Background: an optimization exercise with open tools, aiming at small area and a short achievable clock period. Do not read the settings as production practice. The RTL was checked by simulation tests, not by an equivalence proof against the original design. No activity file was given, so power comes from the tool's default toggle rates.

### config.mk
export PLATFORM = sky130hd
export DESIGN_NAME = System_Top
export DESIGN_NICKNAME = System_Top
export VERILOG_FILES = /design/flow/design.v
export SDC_FILE = /design/flow/constraint.sdc
export NUM_CORES = 4
export LEC_CHECK = 0
export CAP_MARGIN = 20
export CORE_MARGIN = 2
export CORE_UTILIZATION = 40
export SLEW_MARGIN = 20
### run.sh
#!/bin/bash
# synth_recipe.tcl (not shown) runs the flow's synth.tcl, then flattens the netlist and writes it again
# the make line also repeats each setting of config.mk as NAME=value (left out here)
make -C /OpenROAD-flow-scripts/flow DESIGN_CONFIG=/design/flow/config.mk WORK_HOME=/design/flow/orfs CLKGATE_MAP_FILE= SYNTH_SCRIPT=/design/flow/synth_recipe.tcl finish
### design.v
module RegFile #(parameter WIDTH = 8, DEPTH = 16, ADDR = 4 )
(
input    wire                CLK,
input    wire                RST,
input    wire                WrEn,
input    wire                RdEn,
input    wire   [ADDR-1:0]   Address,
input    wire   [WIDTH-1:0]  WrData,
output   reg    [WIDTH-1:0]  RdData,
output   wire   [WIDTH-1:0]  REG0,
output   wire   [WIDTH-1:0]  REG1,
output   wire   [WIDTH-1:0]  REG2,
output   wire   [WIDTH-1:0]  REG3,
output   wire   [WIDTH-1:0]  REG4,
output   wire   [WIDTH-1:0]  REG5
);
integer I ; 
reg [WIDTH-1:0] regArr [DEPTH-1:0] ;    
always @(posedge CLK or negedge RST)
 begin
   if(!RST)   
    begin
      for (I=0 ; I < DEPTH ; I = I +1)
        begin
          regArr[I] <= 0 ;
        end
     end
   else if (WrEn && !RdEn)  
     begin
      regArr[Address] <= WrData ;
     end
  end
always @(posedge CLK)
 begin
   if (RST && RdEn && !WrEn)  
     begin    
       RdData <= regArr[Address] ;
     end        
  end
assign REG0 = regArr[0] ;
assign REG1 = regArr[1] ;
assign REG2 = regArr[2] ;
assign REG3 = regArr[3] ;
assign REG4 = regArr[4] ;
assign REG5 = regArr[5] ;
endmodule
module FSM_Controller #(parameter WIDTH = 8 , ALU_FUN_WD = 4)(
input    wire                  CLK,
input    wire                  RST,
input    wire                  Enable,
input    wire [WIDTH-1:0]      ALU_Config0,
input    wire [WIDTH-1:0]      ALU_Config1,
input    wire                  UART_Busy,
output   reg  [ALU_FUN_WD-1:0] ALU_FUN,
output   reg                   ALU_Enable,
output   reg                   CLKG_EN
);
parameter   [4:0]      IDLE       = 5'b00000,
                       CHK_ADD    = 5'b00001,
					   CHK_SUB    = 5'b00010,
					   CHK_MULT   = 5'b00011,
					   CHK_DIV    = 5'b00100,
                       CHK_AND    = 5'b00101,
					   CHK_OR     = 5'b00110,
					   CHK_NAND   = 5'b00111,
					   CHK_NOR    = 5'b01000,
					   CHK_XOR    = 5'b01001,					   
					   CHK_XNOR   = 5'b01010,						   
					   CHK_EQ_CMP = 5'b01011,
					   CHK_GR_CMP = 5'b01100,
					   CHK_LS_CMP = 5'b01101,					   
					   CHK_SFT_R  = 5'b01110,
					   CHK_SFT_L  = 5'b01111,
					   CHK_NO_OP  = 5'b10000,
                       WAIT_BUSY_HIGH = 5'b10001,
                       WAIT_BUSY_LOW  = 5'b10010;					   
reg         [4:0]      current_state , 
                       next_state ;
reg         [4:0]      state_flag ;
always @ (posedge CLK or negedge RST)
 begin
  if(!RST)
   begin
    current_state <= IDLE ;
   end
  else
   begin
    current_state <= next_state ;
   end
 end
always @ (*)
 begin
  CLKG_EN = 1'b1 ;  
  ALU_FUN = 'b0000 ;
  ALU_Enable = 1'b0 ;  
  case(current_state)
  IDLE      : begin
               CLKG_EN = 1'b1 ;  
			   ALU_FUN = 'b0000 ;
			   ALU_Enable = 1'b0 ;    
               if(Enable)
			    next_state = CHK_ADD ;
			   else
			    next_state = IDLE ; 			
              end
  CHK_ADD   : begin
               CLKG_EN = 1'b1 ; 
               if(ALU_Config0[0])
			    begin
				 ALU_FUN = 'd0 ;
				 ALU_Enable = 1'b1 ;
			     next_state = WAIT_BUSY_HIGH ;				 
				end
			   else 
                begin
			     ALU_Enable = 1'b0 ;				
			     next_state = CHK_SUB ;               
                end			   
              end
  CHK_SUB   : begin
               CLKG_EN = 1'b1 ; 
               if(ALU_Config0[1])
			    begin
				 ALU_FUN = 'd1 ;
				 ALU_Enable = 1'b1 ;
			     next_state = WAIT_BUSY_HIGH ;				 
				end
			   else 
                begin
			     ALU_Enable = 1'b0 ;	
			     next_state = CHK_MULT ;               
                end						
              end
  CHK_MULT  : begin
              CLKG_EN = 1'b1 ;  
               if(ALU_Config0[2])
			    begin
				 ALU_FUN = 'd2 ;
				 ALU_Enable = 1'b1 ;
			     next_state = WAIT_BUSY_HIGH ;				 
				end
			   else 
                begin
			     ALU_Enable = 1'b0 ;	
			     next_state = CHK_DIV ;               
                end						
              end
  CHK_DIV   : begin
              CLKG_EN = 1'b1 ;  
               if(ALU_Config0[3])
			    begin
				 ALU_FUN = 'd3 ;
				 ALU_Enable = 1'b1 ;
			     next_state = WAIT_BUSY_HIGH ;				 
				end
			   else 
                begin
			     ALU_Enable = 1'b0 ;	
			     next_state = CHK_AND ;               
                end						
              end
  CHK_AND   : begin
              CLKG_EN = 1'b1 ; 
               if(ALU_Config0[4])
			    begin
				 ALU_FUN = 'd4 ;
				 ALU_Enable = 1'b1 ;
			     next_state = WAIT_BUSY_HIGH ;						 
				end
			   else 
                begin
			     ALU_Enable = 1'b0 ;	
			     next_state = CHK_OR ;               
                end						
              end
  CHK_OR    : begin
              CLKG_EN = 1'b1 ; 
               if(ALU_Config0[5])
			    begin
				 ALU_FUN = 'd5 ;
				 ALU_Enable = 1'b1 ;
			     next_state = WAIT_BUSY_HIGH ;					 
				end
			   else 
                begin
			     ALU_Enable = 1'b0 ;	
			     next_state = CHK_NAND ;               
                end						
              end
  CHK_NAND  : begin
              CLKG_EN = 1'b1 ; 
               if(ALU_Config0[6])
			    begin
				 ALU_FUN = 'd6 ;
				 ALU_Enable = 1'b1 ;
			     next_state = WAIT_BUSY_HIGH ;						 
				end
			   else 
                begin
			     ALU_Enable = 1'b0 ;	
			     next_state = CHK_NOR ;               
                end						
              end					   		  
  CHK_NOR  : begin
              CLKG_EN = 1'b1 ;   
               if(ALU_Config0[7])
			    begin
				 ALU_FUN = 'd7 ;
				 ALU_Enable = 1'b1 ;
			     next_state = WAIT_BUSY_HIGH ;						 
				end
			   else 
                begin
			     ALU_Enable = 1'b0 ;	
			     next_state = CHK_XOR ;               
                end						
              end	
  CHK_XOR  : begin
              CLKG_EN = 1'b1 ;  
               if(ALU_Config1[0])
			    begin
				 ALU_FUN = 'd8 ;
				 ALU_Enable = 1'b1 ;
			     next_state = WAIT_BUSY_HIGH ;					 
				end
			   else 
                begin
			     ALU_Enable = 1'b0 ;	
			     next_state = CHK_XNOR ;               
                end						
              end	
  CHK_XNOR  : begin
              CLKG_EN = 1'b1 ;  
               if(ALU_Config1[1])
			    begin
				 ALU_FUN = 'd9 ;
				 ALU_Enable = 1'b1 ;
			     next_state = WAIT_BUSY_HIGH ;					 
				end
			   else 
                begin
			     next_state = CHK_EQ_CMP ;               
                end						
              end	
  CHK_EQ_CMP : begin
               CLKG_EN = 1'b1 ;   
               if(ALU_Config1[2])
			    begin
				 ALU_FUN = 'd10 ;
				 ALU_Enable = 1'b1 ;
			     next_state = WAIT_BUSY_HIGH ;				 
				end
			   else 
                begin
			     ALU_Enable = 1'b0 ;	
			     next_state = CHK_GR_CMP ;               
                end						
              end	
  CHK_GR_CMP : begin
               CLKG_EN = 1'b1 ;    
               if(ALU_Config1[3])
			    begin
				 ALU_FUN = 'd11 ;
				 ALU_Enable = 1'b1 ;
			     next_state = WAIT_BUSY_HIGH ;					 
				end
			   else 
                begin
			     ALU_Enable = 1'b0 ;	
			     next_state = CHK_LS_CMP ;               
                end						
              end	
  CHK_LS_CMP : begin
               CLKG_EN = 1'b1 ; 
               if(ALU_Config1[4])
			    begin
				 ALU_FUN = 'd12 ;
				 ALU_Enable = 1'b1 ;
			     next_state = WAIT_BUSY_HIGH ;					 
				end
			   else 
                begin
			     ALU_Enable = 1'b0 ;	
			     next_state = CHK_SFT_R ;               
                end						
              end
  CHK_SFT_R  : begin
               CLKG_EN = 1'b1 ;  
               if(ALU_Config1[5])
			    begin
				 ALU_FUN = 'd13 ;
				 ALU_Enable = 1'b1 ;
			     next_state = WAIT_BUSY_HIGH ;					 
				end
			   else 
                begin
			     ALU_Enable = 1'b0 ;	
			     next_state = CHK_SFT_L ;               
                end						
              end
  CHK_SFT_L : begin
              CLKG_EN = 1'b1 ;
               if(ALU_Config1[6])
			    begin
				 ALU_FUN = 'd14 ;
				 ALU_Enable = 1'b1 ;
			     next_state = WAIT_BUSY_HIGH ;					 
				end
			   else 
                begin
			     ALU_Enable = 1'b0 ;	
			     next_state = CHK_NO_OP ;               
                end						
              end
  CHK_NO_OP : begin
              CLKG_EN = 1'b1 ;
               if(ALU_Config1[7])
			    begin
				 ALU_FUN = 'd15 ;
				 ALU_Enable = 1'b1 ;
			     next_state = WAIT_BUSY_HIGH ;					 
				end
			   else 
                begin
			     ALU_Enable = 1'b0 ;	
			     next_state = IDLE ;               
                end						
              end
  WAIT_BUSY_HIGH : begin
              CLKG_EN = 1'b1 ;
			  ALU_Enable = 1'b0 ; 
               if(UART_Busy)
			    begin
			     next_state = WAIT_BUSY_LOW ;					 
				end
			   else 
                begin
			     next_state = WAIT_BUSY_HIGH ;	            
                end						
              end			  
  WAIT_BUSY_LOW  : begin
               CLKG_EN = 1'b0 ;
			   ALU_Enable = 1'b0 ;				   
               if(UART_Busy)        
			    begin
			     next_state = WAIT_BUSY_LOW ;				 
				end
			   else 
                begin
				 case(state_flag)
				  5'd0  :  next_state = IDLE ;   
				  5'd1  :  next_state = CHK_SUB ;  
		 		  5'd2  :  next_state = CHK_MULT ;  
		 		  5'd3  :  next_state = CHK_DIV ;  
		 		  5'd4  :  next_state = CHK_AND ;  
		 		  5'd5  :  next_state = CHK_OR ;  
		 		  5'd6  :  next_state = CHK_NAND ;  
				  5'd7  :  next_state = CHK_NOR ;  
				  5'd8  :  next_state = CHK_XOR ;  
				  5'd9  :  next_state = CHK_XNOR ;  
				  5'd10 :  next_state = CHK_EQ_CMP ;  
				  5'd11 :  next_state = CHK_GR_CMP ;  
				  5'd12 :  next_state = CHK_LS_CMP ;  
				  5'd13 :  next_state = CHK_SFT_R ;  
				  5'd14 :  next_state = CHK_SFT_L ; 
				  5'd15 :  next_state = CHK_NO_OP ;  
				  5'd16 :  next_state = IDLE ;   		   
                  default : next_state = IDLE ; 
                 endcase				 
                end						
              end			  
  default   : begin
			   next_state = IDLE ; 
              end	
  endcase                 	   
 end 
always @ (posedge CLK or negedge RST)
begin
 if(!RST)
  begin
   state_flag <= 5'd0 ;  
  end
 else  
  case(current_state)
  IDLE      : begin	
			   state_flag <= 5'd0 ;    
              end
  CHK_ADD   : begin
			   state_flag <= 5'd1 ;     
              end
  CHK_SUB   : begin
			   state_flag <= 5'd2 ;  			
              end
  CHK_MULT  : begin
			  state_flag <= 5'd3 ;    		
              end
  CHK_DIV   : begin
			  state_flag <= 5'd4 ;    				
              end
  CHK_AND   : begin
			  state_flag <= 5'd5 ;    				
              end
  CHK_OR    : begin
			  state_flag <= 5'd6 ;    					
              end
  CHK_NAND  : begin
			  state_flag <= 5'd7 ;    		
              end					   		  
  CHK_NOR  : begin
			  state_flag <= 5'd8 ;    		
              end	
  CHK_XOR  : begin
			  state_flag <= 5'd9 ;    	
              end	
  CHK_XNOR  : begin
			  state_flag <= 5'd10 ;    		
              end	
  CHK_EQ_CMP : begin
			   state_flag <= 5'd11 ;    			
              end	
  CHK_GR_CMP : begin
			   state_flag <= 5'd12 ;    				
              end	
  CHK_LS_CMP : begin
  			   state_flag <= 5'd13 ;  		
              end
  CHK_SFT_R  : begin
  			   state_flag <= 5'd14 ;  	
              end
  CHK_SFT_L : begin
  			  state_flag <= 5'd15 ;  
              end
  CHK_NO_OP : begin
  			  state_flag <= 5'd16 ;  			
              end
  WAIT_BUSY_HIGH : begin				
                   end			  
  WAIT_BUSY_LOW  : begin
                   end
  default   : begin
			   state_flag <= 5'd0 ;   
              end	
  endcase                 	   
 end 
endmodule
module ALU # ( parameter DATA_WIDTH = 8 , 
               parameter FUN_WIDTH = 4
) 
 (
  input wire [DATA_WIDTH-1:0]  A, B,
  input wire [FUN_WIDTH-1:0]   ALU_FUN,
  input wire                   CLK,
  input wire                   RST,
  input wire                   Enable,
  input wire                   CLK_EN,      
  input wire                   TICK,        
  output reg [DATA_WIDTH-1:0]  ALU_OUT,
  output reg                   OUT_VALID
);
  reg   [DATA_WIDTH-1:0]  ALU_OUT_Comb;
  reg                     OUT_VALID_Comb;
always @(posedge CLK or negedge RST)
 begin
  if(!RST)
   begin
    ALU_OUT <= 'b0 ;
    OUT_VALID <= 'b0 ;
   end
  else if(CLK_EN && (Enable || TICK))   
   begin
    ALU_OUT <= ALU_OUT_Comb;
    OUT_VALID <= OUT_VALID_Comb;
   end
 end  
always @(*)
 begin
  if(Enable)
   begin
     OUT_VALID_Comb = 1'b1 ;
     ALU_OUT_Comb = 1'b0 ;
    case (ALU_FUN) 
    4'b0000: begin
               ALU_OUT_Comb = A+B;
              end
    4'b0001: begin
               ALU_OUT_Comb = A-B;
              end
    4'b0010: begin
               ALU_OUT_Comb = A*B;
              end
    4'b0011: begin
               ALU_OUT_Comb = (B == 'b0) ? {DATA_WIDTH{1'b1}} : A/B;   
              end
    4'b0100: begin
               ALU_OUT_Comb = A & B;
              end
    4'b0101: begin
               ALU_OUT_Comb = A | B;
              end
    4'b0110: begin
               ALU_OUT_Comb = ~ (A & B);
              end
    4'b0111: begin
               ALU_OUT_Comb = ~ (A | B);
              end     
    4'b1000: begin
               ALU_OUT_Comb =  (A ^ B);
              end
    4'b1001: begin
               ALU_OUT_Comb = ~ (A ^ B);
              end           
    4'b1010: begin
              if (A==B)
                 ALU_OUT_Comb = 16'b1;
              else
                 ALU_OUT_Comb = 16'b0;
              end
    4'b1011: begin
               if (A>B)
                 ALU_OUT_Comb = 16'b1;
               else
                 ALU_OUT_Comb = 16'b0;
              end 
    4'b1100: begin
               if (A<B)
                 ALU_OUT_Comb = 16'b11;
               else
                 ALU_OUT_Comb = 16'b0;
              end     
    4'b1101: begin
              ALU_OUT_Comb = A>>1;
             end
    4'b1110: begin 
              ALU_OUT_Comb = A<<1;
             end
    default: begin
	       OUT_VALID_Comb = 1'b1 ;
               ALU_OUT_Comb = 16'b0;
             end
    endcase
   end
  else
   begin
    OUT_VALID_Comb = 1'b0 ;
    ALU_OUT_Comb = 16'b0;
   end
 end
endmodule
module ClkDiv #( 
 parameter RATIO_WD = 8 
)
(
 input  wire                   i_ref_clk ,              
 input  wire                   i_rst ,                  
 input  wire                   i_clk_en,                
 input  wire [RATIO_WD-1 : 0] i_div_ratio,             
 output wire                   o_div_tick               
);
reg  [RATIO_WD-2 : 0]  count ;
wire [RATIO_WD-2 :0]   edge_flip_half ;  
wire [RATIO_WD-2 :0]   edge_flip_full ;                                                                        
reg                    div_clk ;
reg                    odd_edge_tog ;               
wire                   flip ;
wire                   is_one ;
wire                   is_zero;
wire                   clk_en;
wire                   is_odd;
always @(posedge i_ref_clk or negedge i_rst)                
 begin : counter_proc
  if(!i_rst)
   begin
    count <= 0 ;
	div_clk <= 0 ;	
    odd_edge_tog <= 1 ;
   end
    else if(clk_en) 
     begin
      if(!is_odd && (count == edge_flip_half))               
       begin
        count <= 0 ;                                         
        div_clk <= ~div_clk ;                                
       end
      else if((is_odd && (count == edge_flip_half) && odd_edge_tog ) || (is_odd && (count == edge_flip_full) && !odd_edge_tog ))   
       begin  
        count <= 0 ;                                         
        div_clk <= ~div_clk ;		                         
        odd_edge_tog <= ~odd_edge_tog ;                      
       end
    else
     count <= count + 1'b1 ;
   end
 end
assign is_odd = i_div_ratio[0] ;
assign edge_flip_half = ((i_div_ratio >> 1) - 1 ) ;
assign edge_flip_full = (i_div_ratio >> 1) ;
assign is_zero = ~|i_div_ratio ;                                
assign is_one  = (i_div_ratio == 1'b1) ;                        
assign clk_en = i_clk_en & !is_one & !is_zero;                  
assign flip = (!is_odd && (count == edge_flip_half)) || (is_odd && (count == edge_flip_half) && odd_edge_tog ) || (is_odd && (count == edge_flip_full) && !odd_edge_tog ) ;
assign o_div_tick = clk_en ? (flip && !div_clk) : 1'b1 ;        
endmodule
module parity_calc # ( parameter WIDTH = 8 )
(
 input   wire                  CLK,
 input   wire                  TICK,
 input   wire                  RST,
 input   wire                  parity_enable,
 input   wire                  parity_type,
 input   wire   [WIDTH-1:0]    DATA,
 input   wire                  Data_Valid,
 output  reg                   parity 
);
reg  [WIDTH-1:0]    DATA_V ;
always @ (posedge CLK or negedge RST)
 begin
  if(!RST)
   begin
    DATA_V <= 'b0 ;
   end
  else if(TICK && Data_Valid)
   begin
    DATA_V <= DATA ;
   end 
 end
always @ (posedge CLK or negedge RST)
 begin
  if(!RST)
   begin
    parity <= 'b0 ;
   end
  else if(TICK)
   begin
    if (parity_enable)
	 begin
	  case(parity_type)
	  1'b0 : begin                 
	          parity <= ^DATA_V  ;      
	         end
	  1'b1 : begin
	          parity <= ~^DATA_V ;      
	         end		
	  endcase       	 
	 end
   end
 end 
endmodule
module Serializer # ( parameter WIDTH = 8 )
(
 input   wire                  CLK,
 input   wire                  TICK,
 input   wire                  RST,
 input   wire   [WIDTH-1:0]    DATA,
 input   wire                  Enable, 
 input   wire                  Data_Valid, 
 output  wire                  ser_out,
 output  wire                  ser_done
);
reg  [WIDTH-1:0]    DATA_V ;
reg  [2:0]          ser_count ;
always @ (posedge CLK or negedge RST)
 begin
  if(!RST)
   begin
    DATA_V <= 'b0 ;
   end
  else if(TICK && Data_Valid)
   begin
    DATA_V <= DATA ;
   end	
  else if(TICK && Enable)
   begin
    DATA_V <= DATA_V >> 1 ;          
   end
 end
always @ (posedge CLK or negedge RST)
 begin
  if(!RST)
   begin
    ser_count <= 'b0 ;
   end
  else if(TICK)
   begin
    if (Enable)
	 begin
      ser_count <= ser_count + 'b1 ;		 
	 end
	else 
	 begin
      ser_count <= 'b0 ;		 
	 end	
   end
 end 
assign ser_done = (ser_count == 'b111) ? 1'b1 : 1'b0 ;
assign ser_out = DATA_V[0] ;
endmodule
module mux  (
 input   wire                  CLK,
 input   wire                  TICK,
 input   wire                  RST,
 input   wire                  IN_0,
 input   wire                  IN_1,
 input   wire                  IN_2,
 input   wire                  IN_3,
 input   wire     [1:0]        SEL,
 output  reg                   OUT 
 );
reg              mux_out ;
always @ (*)
  begin
   case(SEL)
	2'b00 : begin                 
	         mux_out <= IN_0 ;       
	        end
	2'b01 : begin
	         mux_out <= IN_1 ;      
	        end	
	2'b10 : begin
	         mux_out <= IN_2 ;       
	        end	
	2'b11 : begin
	         mux_out <= IN_3 ;      
	        end		
	endcase        	   
  end
always @ (posedge CLK or negedge RST)
 begin
  if(!RST)
   begin
    OUT <= 'b0 ;
   end
  else if(TICK)
   begin
    OUT <= mux_out ;
   end 
 end  
endmodule
module uart_fsm  (
 input   wire                  CLK,
 input   wire                  TICK,
 input   wire                  RST,
 input   wire                  Data_Valid, 
 input   wire                  ser_done, 
 input   wire                  parity_enable, 
 output  reg                   Ser_enable,
 output  reg     [1:0]         mux_sel, 
 output  reg                   busy
);
parameter   [2:0]      IDLE   = 3'b000,
                       start  = 3'b001,
					   data   = 3'b011,
					   parity = 3'b010,
					   stop   = 3'b110 ;
reg         [2:0]      current_state , next_state ;
reg                    busy_c ;
always @ (posedge CLK or negedge RST)
 begin
  if(!RST)
   begin
    current_state <= IDLE ;
   end
  else if(TICK)
   begin
    current_state <= next_state ;
   end
 end
always @ (*)
 begin
  case(current_state)
  IDLE   : begin
            if(Data_Valid)
			 next_state = start ;
			else
			 next_state = IDLE ; 			
           end
  start  : begin
			 next_state = data ;  
           end
  data   : begin
            if(ser_done)
			 begin
			  if(parity_enable)
			   next_state = parity ;
              else
			   next_state = stop ;			  
			 end
			else
			 next_state = data ; 			
           end
  parity : begin
			 next_state = stop ; 
           end
  stop   : begin
			 next_state = IDLE ; 
           end	
  default: begin
			 next_state = IDLE ; 
           end	
  endcase                 	   
 end 
always @ (*)
 begin
  Ser_enable = 1'b0 ;
  case(current_state)
  IDLE   : begin
			Ser_enable = 1'b0 ;
            mux_sel = 2'b11 ;	
            busy_c = 1'b0 ;									
           end
  start  : begin
			Ser_enable = 1'b0 ;  
            busy_c = 1'b1 ;
            mux_sel = 2'b00 ;	
           end
  data   : begin 
			Ser_enable = 1'b1 ;    
            busy_c = 1'b1 ;
            mux_sel = 2'b01 ;	
            if(ser_done)
			 Ser_enable = 1'b0 ;  
			else
 			 Ser_enable = 1'b1 ;              			 
           end
  parity : begin
            busy_c = 1'b1 ;
            mux_sel = 2'b10 ;	
           end
  stop   : begin
            busy_c = 1'b1 ;
            mux_sel = 2'b11 ;			
           end		
  default: begin
            busy_c = 1'b0 ;
			Ser_enable = 1'b0 ;
            mux_sel = 2'b00 ;		
           end	
  endcase         	              
 end 
always @ (posedge CLK or negedge RST)
 begin
  if(!RST)
   begin
    busy <= 1'b0 ;
   end
  else if(TICK)
   begin
    busy <= busy_c ;
   end
 end
endmodule
module UART_TX  (
 input   wire                  CLK,
 input   wire                  TICK,
 input   wire                  RST,
 input   wire     [7:0]        P_DATA,
 input   wire                  Data_Valid,
 input   wire                  parity_enable,
 input   wire                  parity_type, 
 output  wire                  S_DATA,
 output  wire                  busy
 );
wire          seriz_en    , 
              seriz_done  ,
		 	  ser_data    ,
		 	  parity      ;
wire  [1:0]   mux_sel ;
uart_fsm  U0_fsm (
.CLK(CLK),
.TICK(TICK),
.RST(RST),
.Data_Valid(Data_Valid), 
.parity_enable(parity_enable),
.ser_done(seriz_done), 
.Ser_enable(seriz_en),
.mux_sel(mux_sel), 
.busy(busy)
);
Serializer U0_Serializer (
.CLK(CLK),
.TICK(TICK),
.RST(RST),
.DATA(P_DATA),
.Enable(seriz_en), 
.Data_Valid(Data_Valid), 
.ser_out(ser_data),
.ser_done(seriz_done)
);
mux U0_mux (
.CLK(CLK),
.TICK(TICK),
.RST(RST),
.IN_0(1'b0),
.IN_1(ser_data),
.IN_2(parity),
.IN_3(1'b1),
.SEL(mux_sel),
.OUT(S_DATA) 
);
parity_calc U0_parity_calc (
.CLK(CLK),
.TICK(TICK),
.RST(RST),
.parity_enable(parity_enable),
.parity_type(parity_type),
.DATA(P_DATA),
.Data_Valid(Data_Valid), 
.parity(parity)
); 
endmodule
module System_Top #(parameter WIDTH = 8, ADDR = 4 , ALU_FUN_WD = 4) (
input    wire                CONTROL_EN,
input    wire                CLKDIV_EN,
input    wire                CLK,
input    wire                RST,
input    wire                WrEn,
input    wire                RdEn,
input    wire   [ADDR-1:0]   Address,
input    wire   [WIDTH-1:0]  WrData,
output   wire   [WIDTH-1:0]  RdData,
output   wire                SYS_OUT,
output   wire                SYS_VLD
);
wire    [WIDTH-1:0]      ALU_A,
                         ALU_B,
			 ALU_Config0,
			 ALU_Config1,
			 UART_Config,
			 CLKDIV_Config;
wire                     UART_TICK ;
wire 	                 ALU_Enable,
			 CLKG_EN,
			 ALU_VLD ;
wire   [WIDTH-1:0]       ALU_OUT ;
wire   [ALU_FUN_WD-1:0]  ALU_FUN ;
FSM_Controller U0_FSM_Controller (
.CLK(CLK),
.RST(RST),
.Enable(CONTROL_EN),
.ALU_Config0(ALU_Config0),
.ALU_Config1(ALU_Config1),
.UART_Busy(SYS_VLD),
.ALU_Enable(ALU_Enable),
.ALU_FUN(ALU_FUN),
.CLKG_EN(CLKG_EN)
);
RegFile U0_RegFile (
.CLK(CLK),
.RST(RST),
.WrEn(WrEn),
.RdEn(RdEn),
.Address(Address),
.WrData(WrData),
.RdData(RdData),
.REG0(ALU_A),
.REG1(ALU_B),
.REG2(ALU_Config0),
.REG3(ALU_Config1),
.REG4(UART_Config),
.REG5(CLKDIV_Config)
);
ALU U0_ALU (
.CLK(CLK),
.CLK_EN(CLKG_EN),
.TICK(UART_TICK),
.RST(RST),
.A(ALU_A), 
.B(ALU_B),
.Enable(ALU_Enable),
.ALU_FUN(ALU_FUN),
.ALU_OUT(ALU_OUT),
.OUT_VALID(ALU_VLD)
);
UART_TX  U0_UART_TX (
.CLK(CLK),
.TICK(UART_TICK),
.RST(RST),
.P_DATA(ALU_OUT),
.Data_Valid(ALU_VLD),
.parity_enable(UART_Config[0]),
.parity_type(UART_Config[1]), 
.S_DATA(SYS_OUT),
.busy(SYS_VLD)
);
ClkDiv U0_ClkDiv (
.i_ref_clk(CLK),             
.i_rst(RST),               
.i_clk_en(CLKDIV_EN),               
.i_div_ratio(CLKDIV_Config),            
.o_div_tick(UART_TICK)             
);
endmodule
### constraint.sdc
create_clock -name core_clock -period 11.0 [get_ports {CLK}]
set_input_delay 2.2000 -clock core_clock [delete_from_list [all_inputs] [get_ports {CLK}]]
set_output_delay 2.2000 -clock core_clock [all_outputs]
set_load 0.01 [all_outputs]
==> results.txt <==
==> metrics by stage <==
step           std cells  total power, mW  TNS (ns)
2_1_floorplan       1353             2.61         0
3_3_place_gp        1797             3.20   -0.0614
3_5_place_dp        1797             3.24    -0.316
4_1_cts             1831             3.94         0
5_1_grt             1837             4.47    -0.181
6_report            1837             4.14         0
==> critical path, delay by kind of cell (launching register included) <==
kind | cells | cell delay (ns)
flip-flops | 1 | 0.39
AO/OA/AOI/OAI | 24 | 4.42
multiplexers | 5 | 1.48
AND/OR/NAND/NOR | 9 | 1.97
buffers and inverters | 3 | 0.47
adder cells (fa/ha/maj) | 7 | 1.79
==> power by group through the flow <==
stage	clock [mW]	combinational, mW	sequential (mW)
6_report	0.637	2.45	1.05
5_1_grt	0.675	2.72	1.08
4_1_cts	0.643	2.24	1.05
3_5_place_dp	0	2.18	1.06
3_3_place_gp	0	2.14	1.05
2_1_floorplan	0	1.63	0.976
==> registers in the layout, summed over array words and instances (netlist names), 3 cells and up <==
signal,cells
U0_UART_TX.U0_parity_calc.DATA_V,8
U0_RegFile.RdData,8
U0_ALU.ALU_OUT,8
U0_RegFile.regArr,128
U0_UART_TX.U0_Serializer.ser_count,3
U0_FSM_Controller.state_flag,5
U0_FSM_Controller.current_state,5
U0_ClkDiv.count,7
U0_UART_TX.U0_fsm.current_state,3
U0_UART_TX.U0_Serializer.DATA_V,8
==> cell type report <==
cell class | instances | area (µm²)
flip-flops and latches | 189 | 4770
multi-input cells | 1012 | 7920
clock inverters | 15 | 198
repair buffers | 85 | 713
clock buffers | 17 | 425
inverters | 77 | 289
well taps | 442 | 553
fillers | 3028 | 17600
==> cell usage in the layout (no fill, tap or decap), types with 15 or more instances in the layout <==
cell type,count
a21oi_1,59
a221oi_1,15
and3_1,15
buf_4,57
clkbuf_16,17
clkdlybuf4s50_1,26
dfrtp_1,180
ha_1,79
inv_1,75
mux2_2,150
mux2i_1,19
nand2_1,95
nand3_1,39
nor2_1,102
nor3_1,38
o21a_1,21
o21ai_0,63
o22ai_1,19
xnor2_1,36
xor2_1,17
==> kinds of logic (layout without fill, tap and decap cells) <==
group | after synthesis | in the layout | share of synthesized area
xor gates and xnor gates | 53 | 53 | 0.0353
DFF | 189 | 189 | 0.363
AOI/OAI and AO/OA | 317 | 317 | 0.165
adders and majority gates | 101 | 101 | 0.104
buffers and inverters | 152 | 194 | 0.0516
and+or+nand+nor | 368 | 368 | 0.133
muxes | 173 | 173 | 0.148
==> timing repair <==
| item | CTS | global route |
|---|---|---|
| pin swaps | 3 | 13 |
| hold endpoints to repair | 0 | 0 |
| buffers inserted | 2 | 6 |
| resized for setup | 10 | 35 |
| endpoints found under the setup margin | 1 | 1 |
==> cell usage after synthesis, types with 10 or more instances <==
cell type	instances
nand2_1	96
fa_1	14
a221oi_1	15
nor3_1	43
inv_1	75
a21o_1	14
a21oi_1	61
a211oi_1	11
nand3_1	39
xor2_1	17
and3_1	15
nand2b_1	13
dfrtp_1	180
o21a_1	22
nor2_1	104
ha_1	86
mux2_2	151
a22oi_1	10
o22ai_1	19
a22o_1	10
clkbuf_1	58
mux2i_1	20
o21ai_0	68
xnor2_1	36
==> metal layers <==
layer,vias to the layer above,track usage,routed length [µm]
met5,-,0,0
met4,0,0.0692,758
met3,67,0.0452,2690
met2,413,0.363,17800
met1,5269,0.313,17100
li1,4986,-,-
==> how the worst min path moves through the flow <==
stage	startpoint	endpoint	slack [ns]
after floorplan	U0_ClkDiv.div_clk	U0_ClkDiv.div_clk	0.44
after global placement	U0_ClkDiv.div_clk	U0_ClkDiv.div_clk	0.46
after detailed placement	U0_ClkDiv.div_clk	U0_ClkDiv.div_clk	0.46
after CTS	U0_ClkDiv.div_clk	U0_ClkDiv.div_clk	0.48
after global routing	U0_ClkDiv.div_clk	U0_ClkDiv.div_clk	0.49
final	U0_ClkDiv.div_clk	U0_ClkDiv.div_clk	0.48
==> results.json <==
{
  "vdd_drop_max_v": 0.000239,
  "grt_pass1_vias": 10600,
  "drt_iter0_drc": 995,
  "comb_power_share": 0.592,
  "synth_area_per_cell_um2": 9.72,
  "synth_cell_types": 84,
  "r2r_slack_ns": 0.32,
  "fin_ws_ns": 0.322,
  "die_w_um": 185,
  "cts_buffer_depth": 2,
  "ys_ff_latch": 189,
  "antenna_found_initial": 0,
  "startpoint": "U0_RegFile.regArr[1][4]",
  "synth-edff-count": 8,
  "leakagePower_nw": 6.55,
  "syn_area_um2": 13200,
  "coreArea_um2": 32500,
  "max_freq_mhz": 93.6,
  "via_count": 10700,
  "pwr-share-clk": 0.154,
  "die_y_um": 185,
  "cts_made_buffers": 17,
  "synthArstFlopShare": 0.958,
  "setup_viol": 0,
  "fin_nets": 1500,
  "max_stage_delay_ns": 0.56,
  "worstSetupStartpointType": "flip-flop",
  "synthCells": 1353,
  "place.gp.congestion": 0.885,
  "ioPinCount": 28,
  "reg2reg_depth": 48,
  "p_sw_frac": 0.421,
  "final_util": 0.458,
  "r2r_end": "U0_ALU.ALU_OUT[0]",
  "status": "no timing/DRC/antenna violations",
  "rows": 66,
  "cts_sinks": 189,
  "cts_hold_buf": 0,
  "yosys-top-cells-area": "dfrtp_1, mux2_2, ha_1, nor2_1, nand2_1",
  "period_needed_ns": 10.68,
  "cts-root-buf": "clkbuf_16",
  "synth_top_area_cell": "dfrtp_1",
  "grt_max_degree": 110,
  "clk_pin_slew_ns": 0.08,
  "grt_first_pass_wirelength_um": 60400,
  "netlist.area_leader.share": 0.342,
  "yosysWarnings": 9,
  "wl_um": 38300,
  "clock_skew_ns": 0.0196,
  "critPathRequiredTime_ns": 11.30,
  "drtPass1Iterations": 7,
  "min_path_cells": 1,
  "hold_viol": 0,
  "drcViolationCount": 0,
  "final_cell_area_um2": 14900,
  "p_seq_frac": 0.254,
  "track_usage": 0.228,
  "area_growth_pct": 13.1,
  "power.switching_mw": 1.74,
  "hold_ws_ns": 0.476,
  "end_kind": "flip-flop",
  "finalCritPeriodShare": 0.971,
  "cp_common_cell": "o21a_1",
  "die_area_um2": 34400,
  "post-place-ws_ns": -0.316,
  "dp_hpwl_um": 26800,
  "cp_slowest_cell": "or4_4",
  "avgRoutedWirePerCell_um": 20.9,
  "cp_data_arrival_time_ns": 10.98,
  "routed_via_density": 5.84,
  "hold_path_class": "flip-flop to flip-flop",
  "internal_power_mw": 2.40,
  "synth_ff_type": "dfrtp_1",
  "worstPathMaxFanout": 5,
  "path_class": "flip-flop to flip-flop",
  "powerDensity_nw_per_um2": 279,
  "rsz0062_at_grt": "yes",
  "antenna_cells": 0,
  "crit_path_end": "U0_ALU.ALU_OUT[0]",
  "start_util": 0.405,
  "slew_viol_final": 0,
  "dpl_cell_area_um2": 14000,
  "syn_nets": 1471,
  "clock_latency_ns": 0.45,
  "h-tree-depth": 4,
  "r2r-start": "U0_RegFile.regArr[1][4]",
  "grt-ovfl-total": 0,
  "ant_nets": 0,
  "worst_slew_pin_slew_ns": 1.05,
  "maxSlewHeadroom": 0.293,
  "drive_gt1_frac": 0.214,
  "cts_tree": "built",
  "portBuffers": 27,
  "ys_seq_area_frac": 0.363,
  "maxCapViolations": 0
}

afterwards: timing with drivers on the ports:
The results above use ideal ports. As a check the final layout listed here was re-extracted and re-timed, cells and wires unchanged.
Step 1: set_driving_cell puts a clkbuf_16 on CLK and a buf_2 on each other input, an assumption about the parent block.
Step 2 times the ports against the registers' clock, not the clock port: input delays grow and output delays shrink by t, the midpoint of the rising clock arrivals with the driver on.
a / b / c = ideal / step 1 / step 2; a / b = the first two.
t, ns: 0.488
setup WS [ns]: 0.322 / 0.322 / 0.322
clock arrival spread, ns: 0.023 / 0.023
worst data-port slew with drivers (ns): 0.04
After both steps setup and hold are still met in this run. For this run, drivers alone change the setup slack by 0.000 ns; drivers and shift together by 0.000 ns.
